Background: an optimization exercise with open tools, aiming at small area. Do not read the settings as production practice. In this exercise RTL edits were held to simulation tests only and were not proved equivalent to the original. Power figures rest on the tool's default switching activity, not on a simulated workload.

File: config.mk
export PLATFORM = sky130hd
export DESIGN_NAME = APB
export DESIGN_NICKNAME = APB
export VERILOG_FILES = /design/flow/design.v
export SDC_FILE = /design/flow/constraint.sdc
export NUM_CORES = 4
export LEC_CHECK = 0
export CAP_MARGIN = 20
export CORE_MARGIN = 2
export CORE_UTILIZATION = 60
export CTS_BUF_LIST = sky130_fd_sc_hd__clkbuf_8
export PLACE_DENSITY = 0.75
export SLEW_MARGIN = 20
File: constraint.sdc
create_clock -name core_clock -period 10.0 [get_ports {PCLK}]
set_input_delay 2.0000 -clock core_clock [delete_from_list [all_inputs] [get_ports {PCLK}]]
set_output_delay 2.0000 -clock core_clock [all_outputs]
set_load 0.01 [all_outputs]
File: design.v
module transmitter
(
    input tx_en,
    input [7:0] data,
    input arst_n,
    input rst,
    input clk,
    output TX,
    output busy,
    output reg done
);
localparam [13:0] BAUD_LOAD = 14'b10101010101010;
localparam [13:0] BAUD_LAST = 14'b10010011111001;
reg [13:0] baud;
wire tick = (baud == BAUD_LAST);
reg [9:0] frame;
wire upper_zero = ~|frame[9:1];
wire fin = frame[9] & frame[0];
wire sending = (~upper_zero | frame[0]) & ~fin;
wire last = upper_zero & frame[0];
wire start = upper_zero & ~frame[0] & tx_en;
assign TX = frame[0] | upper_zero;
assign busy = sending | (~fin & tx_en);
wire keep = ~rst;
wire f_load = start & keep;
wire f_shift = tick & ~fin & keep;
wire f_hold = ~tick & ~fin & keep;
wire f_last = tick & last & keep;
always @(posedge clk) begin
    if (start | tick)
        baud <= BAUD_LOAD;
    else
        baud <= {~baud[12:0], baud[13] ^ baud[12]};
end
always @(posedge clk or negedge arst_n) begin
    if (~arst_n) begin
        frame <= 10'b0;
        done <= 1'b0;
    end else begin
    frame <= ({10{f_load}} & {1'b1, data, 1'b0})
           | ({10{f_shift}} & {1'b0, frame[9:1]})
           | ({10{f_hold}} & frame)
           | {f_last, 8'b0, f_last};
    done <= keep & (done | fin);
    end
end
endmodule
module receiver
(
    input clk,
    input rst,
    input arst_n,
    input rx_en,
    input RX,
    output busy,
    output reg done,
    output reg err,
    output [7:0] data
);
localparam [13:0] BAUD_LOAD  = 14'b10101010101010;
localparam [13:0] BAUD_START = 14'b10101010101011;
localparam [13:0] BAUD_LAST  = 14'b10010011111001;
localparam [3:0] S_IDLE = 4'd0;
localparam [3:0] S_FIRST = 4'd13;
localparam [3:0] S_FIN = 4'd2;
reg [13:0] baud;
reg [3:0] st;
reg [9:0] sipo;
reg rx_s1, rx_s2;  
wire tick = (baud == BAUD_LAST);
wire idle = (st == S_IDLE);
wire fin = (st == S_FIN);
wire receiving = ~idle & ~fin;
wire start = idle & rx_s2 & ~rx_s1 & rx_en;
wire sample = receiving & tick;
assign busy = receiving | start;
assign data = sipo[7:0];
wire keep = ~rst;
wire s_shift = sample & keep;
wire s_hold = ~sample & keep;
always @(posedge clk) begin
    rx_s1 <= RX | rst;
    rx_s2 <= rx_s1 | rst;
end
always @(posedge clk) begin
    if (start)
        baud <= BAUD_START;
    else if (tick)
        baud <= BAUD_LOAD;
    else
        baud <= {~baud[12:0], baud[13] ^ baud[12]};
end
always @(posedge clk or negedge arst_n) begin
    if (~arst_n) begin
        st <= S_IDLE;
        sipo <= 10'b0;
        done <= 1'b0;
        err <= 1'b0;
    end else begin
    if (~keep)
        st <= S_IDLE;
    else if (start)
        st <= S_FIRST;
    else if (fin)
        st <= S_IDLE;
    else if (sample)
        st <= {st[2:0], st[3] ^ st[2]};
    sipo <= ({10{s_shift}} & {RX, sipo[9:1]}) | ({10{s_hold}} & sipo);
    done <= keep & (done | (fin & sipo[9]));
    err <= keep & (err | (fin & ~sipo[9]));
    end
end
endmodule
module APB
(
    input PCLK,
    input PRESETn,
    input [31:0] PADDR,
    input PSEL,
    input PENABLE,
    input PWRITE,
    input [31:0] PWDATA,
    output reg [31:0] PRDATA,
    output PREADY
);
reg [31:0] CTRL_REG;  
reg [31:0] TX_DATA;
reg acc;
assign PREADY = acc;
wire tx;
wire tx_busy, tx_done;
transmitter transmitter_UART
(
    .tx_en(CTRL_REG[0]),
    .data(TX_DATA[7:0]),
    .arst_n(PRESETn),
    .rst(CTRL_REG[1]),
    .clk(PCLK),
    .TX(tx),
    .busy(tx_busy),
    .done(tx_done)
);
wire rx_busy, rx_done, rx_err;
wire [7:0] rx_data_wire;
receiver receiver_UART
(
    .clk(PCLK),
    .rst(CTRL_REG[3]),
    .arst_n(PRESETn),
    .rx_en(CTRL_REG[2]),
    .RX(tx),
    .busy(rx_busy),
    .done(rx_done),
    .err(rx_err),
    .data(rx_data_wire)
);
wire hi_zero = ~|PADDR[31:2];
wire sel0 = hi_zero & (PADDR[1:0] == 2'd0);
wire sel1 = hi_zero & (PADDR[1:0] == 2'd1);
wire sel2 = hi_zero & (PADDR[1:0] == 2'd2);
wire sel3 = hi_zero & (PADDR[1:0] == 2'd3);
wire wr = acc & PWRITE;
wire ctrl_load = wr & sel0;
wire ctrl_hold = ~(wr & sel0);
wire txd_load = wr & sel2;
wire txd_hold = ~(wr & sel2);
always @(posedge PCLK or negedge PRESETn) begin
    if (~PRESETn) begin
        acc <= 1'b0;
        CTRL_REG <= 32'b0;
        TX_DATA <= 32'b0;
    end else begin
        acc <= ~acc & PSEL & PENABLE;
        CTRL_REG <= ({32{ctrl_load}} & PWDATA) | ({32{ctrl_hold}} & CTRL_REG);
        TX_DATA <= ({32{txd_load}} & PWDATA) | ({32{txd_hold}} & TX_DATA);
    end
end
always @(*) begin
    PRDATA = ({32{sel0}} & CTRL_REG)
           | ({32{sel2}} & TX_DATA)
           | ({32{sel1}} & {27'b0, rx_err, rx_done, rx_busy, tx_done, tx_busy})
           | ({32{sel3}} & {24'b0, rx_data_wire});
end
endmodule
File: run.sh
#!/bin/bash
# synth_recipe.tcl (not shown) runs the flow's synth.tcl, then flattens the netlist and writes it again
# the make line also repeats each setting of config.mk as NAME=value (left out here)
make -C /OpenROAD-flow-scripts/flow DESIGN_CONFIG=/design/flow/config.mk WORK_HOME=/design/flow/orfs CLKGATE_MAP_FILE= SYNTH_SCRIPT=/design/flow/synth_recipe.tcl finish
==> flow_summary_export.csv <==
group,metric,value,unit
finish,nets,623,
pwr,max-vdd-ir-drop,115,uV
cts,numCtsBuffers,17,
finish,fin_area,0.00683,sq mm
placement,hpwl,8140,um
critical_path,cp_slowest_stage_delay,0.81,ns
sta,worst_pin_slew,1.02,ns
routing,ant_nets,0,
critical_path,worstRegToRegCells,4,
worst_hold_path,hold_path_depth,1,
yosys,seq_area_frac_synth,0.547,
critical_path,critPathCaptureType,"output pin",
cts,cts_sinks,122,
placement,portBuffers,101,
yosys,synth_fp_nets,522,
yosys,synth.top_cells.by_count,"dfrtp_1, mux2_2, nor2_1",
critical_path,critPathLaunchType,"primary input",
sta,hold_violations,0,
routing,drt_iter0_markers,137,
critical_path,cp.required,8.00,ns
yosys,async_reset_ff_frac,0.754,
cts,clock_path_buffers,2,
placement,place_area,0.00638,sq mm
die,core_region_area,0.00864,sq mm
worst_hold_path,hold_path.startpoint,"receiver_UART.baud[0]",
sta,rsz0062_at_grt,"false",
die,initial_core_util,0.615,
sta,tns,0,ns
cts,postCtsHoldBufs,0,
critical_path,crit_top_cell,"clkdlybuf4s50_1",
grt,grt_pass1_wl,20400,um
critical_path,reg2reg_slack,7.63,ns
cts,clk_latency,0.43,ns
cts,cts_max_level,4,
critical_path,worst-setup-path-type,"primary input to output pin",
finish,diodes,0,
die,die_w,98.1,um
critical_path,crit_path_cell_trace,"clkdlybuf4s50_1 > nor3_1 > nand4_1 > or2_2 > nor2_1 > clkdlybuf4s50_1",
yosys,netlist_instances,450,
routing,vias,3798,
yosys,synth_area_leader_cell,"dfrtp_1",
critical_path,crit_path_top_delay_cell,"clkdlybuf4s50_1",
sta,setup_viol,0,
sta,fmax,149,MHz
grt,antenna_found_initial,0,
cts,cts-root-buf,"clkbuf_8",
finish,drive_above_1_share,0.202,
yosys,ys_types,41,
yosys,synth_most_common_cell,"dfrtp_1",
routing,drc,0,
yosys,synth_area_leaders,"dfrtp_1, mux2_2, dfxtp_1, mux2i_1, nor2_1",
yosys,synth_seq_cells,122,
pwr,powerDensity,151,mW/mm^2
pwr,p_leak,3.07,nW
die,io_pins,102,
critical_path,path_max_fanout,24,
sta,drv_slew,0,
yosys,mappedNetlistArea,0.00531,sq mm
placement,preCtsSetupSlack,3.28,ns
sta,post-route-min-period,6.71,ns
routing,wl,12000,um
sta,fin_crit_sh,0.671,
sta,finalClockSkew,0.0111,ns
critical_path,r2r-end,"transmitter_UART.baud[1]",
critical_path,crit_start,"PADDR[0]",
sta,fin_ws,3.29,ns
yosys,synth_ff_type,"dfrtp_1",
routing,vias_per_cell,5.65,
cts,cts_tree,"done",
grt,grt_pass1_vias,4106,
die,fp-row-count,34,
yosys,yosys_warnings,3,
critical_path,crit_arrival,4.71,ns
grt,grt_overflow_total,0,
sta,max-slew-margin-rel,0.316,
cts,clkTransAtPathRegs,0.08,ns
run,drv_cap,0,
yosys,avgSynthCellArea,11.8,sq um
cts,postCtsSetupBuffers,0,
grt,grt_max_degree,58,
cts,cts.repair.resized,0,
worst_hold_path,hp-class,"flip-flop to flip-flop",
finish,syn2layout_area_growth,28.6,%
grt,grt_usage,0.268,
yosys,synth_top_area_share,0.433,
critical_path,timing.rr.start,"transmitter_UART.frame[5]",
routing,dr.pass1.iters,4,
die,die_h,98.1,um
routing,routedWlPerCell,17.8,um
die,dieArea,0.00962,sq mm
worst_hold_path,min_to,"receiver_UART.baud[1]",
placement,routabilityCongestion,0.857,
outcome,outcome,"complete, no violations",
yosys,synth_edf_count,0,
-- placed cells by master, fill, tap and decap left out, drive strengths merged, types with 9 or more instances in the layout --
| master | synthesis | final |
|---|---|---|
| a21oi | 19 | 19 |
| clkbuf | 14 | 19 |
| dfxtp | 30 | 30 |
| mux2i | 38 | 38 |
| o2bb2ai | 9 | 9 |
| mux2 | 65 | 65 |
| inv | 9 | 12 |
| nor4 | 14 | 14 |
| dfrtp | 92 | 92 |
| nor2 | 53 | 53 |
| nand3 | 11 | 11 |
| o21ai | 11 | 11 |
| nand2 | 23 | 23 |
| clkdlybuf4s50 | 0 | 99 |
-- layer usage --
layer,track usage,vias to the layer above,wire length [um]
met5,0,-,0
met2,0.446,103,6040
met3,0.0830,15,646
met4,0.0769,0,186
met1,0.340,1866,5100
li1,-,1814,-
-- power breakdown --
group,switching [W],internal (W),total (W),leakage (nW)
clock,0.000204,0.000288,0.000491,0.229
sequential,0.000000181,0.000491,0.000492,1.53
combinational,0.0000190,0.0000273,0.0000463,1.30
total,0.000223,0.000807,0.00103,3.07
-- critical path: cells and delay by family --
kind	cells	cell delay (ns)
buffers and inverters	2	1.37
AND/OR/NAND/NOR	4	1.34
-- how the worst max path moves through the flow --
stage | to | slack [ns] | depth (start not counted)
after floorplan | PRDATA[11] | 4.54 | 6
after global placement | PRDATA[21] | 3.41 | 6
after detailed placement | PRDATA[8] | 3.28 | 6
after CTS | PRDATA[8] | 3.26 | 6
after global routing | PRDATA[27] | 3.03 | 6
final | PRDATA[8] | 3.29 | 6
-- layout make-up --
| class | instances | area (sq um) |
|---|---|---|
| Timing Repair Buffer | 106 | 1040 |
| Tap cell | 108 | 135 |
| Inverter | 10 | 37.5 |
| Multi-Input combinational cell | 294 | 2260 |
| Sequential cell | 122 | 2900 |
| Clock buffer | 19 | 262 |
| Fill cell | 555 | 1810 |
| Clock inverter | 13 | 190 |
-- per-stage QoR --
stage          total power (W)   util  instances  hold slack [ns]
2_1_floorplan         0.000510      -        450            0.353
3_3_place_gp          0.000547  0.738        640            0.359
3_5_place_dp          0.000548  0.738        640            0.370
4_1_cts                0.00103  0.791        672            0.388
5_1_grt                0.00106  0.791        672            0.397
6_report               0.00103  0.791        672            0.384
-- kinds of logic (layout without fill, tap and decap cells) --
logic type	Yosys count	in the layout	share of synthesized area
flops	122	122	0.547
compound gates	51	51	0.0617
mux	106	106	0.222
simple gates	134	134	0.134
buf+inv	34	148	0.0290
fa+ha+maj	3	3	0.00707

-- port drivers added, routing unchanged --
The results above use ideal ports. As a check the final layout listed here was re-extracted and re-timed, cells and wires unchanged. Step 1, drivers: a clkbuf_16 drives PCLK and a buf_2 each remaining input, both assumed. Step 2, shift: input delay + t, output delay - t, t = (earliest + latest rising clock arrival at the registers) / 2. This alone moves slack from input paths to output paths. Slacks: ideal ports / drivers / drivers and shift; pairs: ideal ports / drivers.
t (ns): 0.452
slack for setup (ns): 3.289 / 3.254 / 3.254
pins driven straight from the clock port: 1
After both steps setup and hold are still met in this run. The setup slack of this run moves by -0.035 ns with the drivers and by -0.035 ns with both steps.
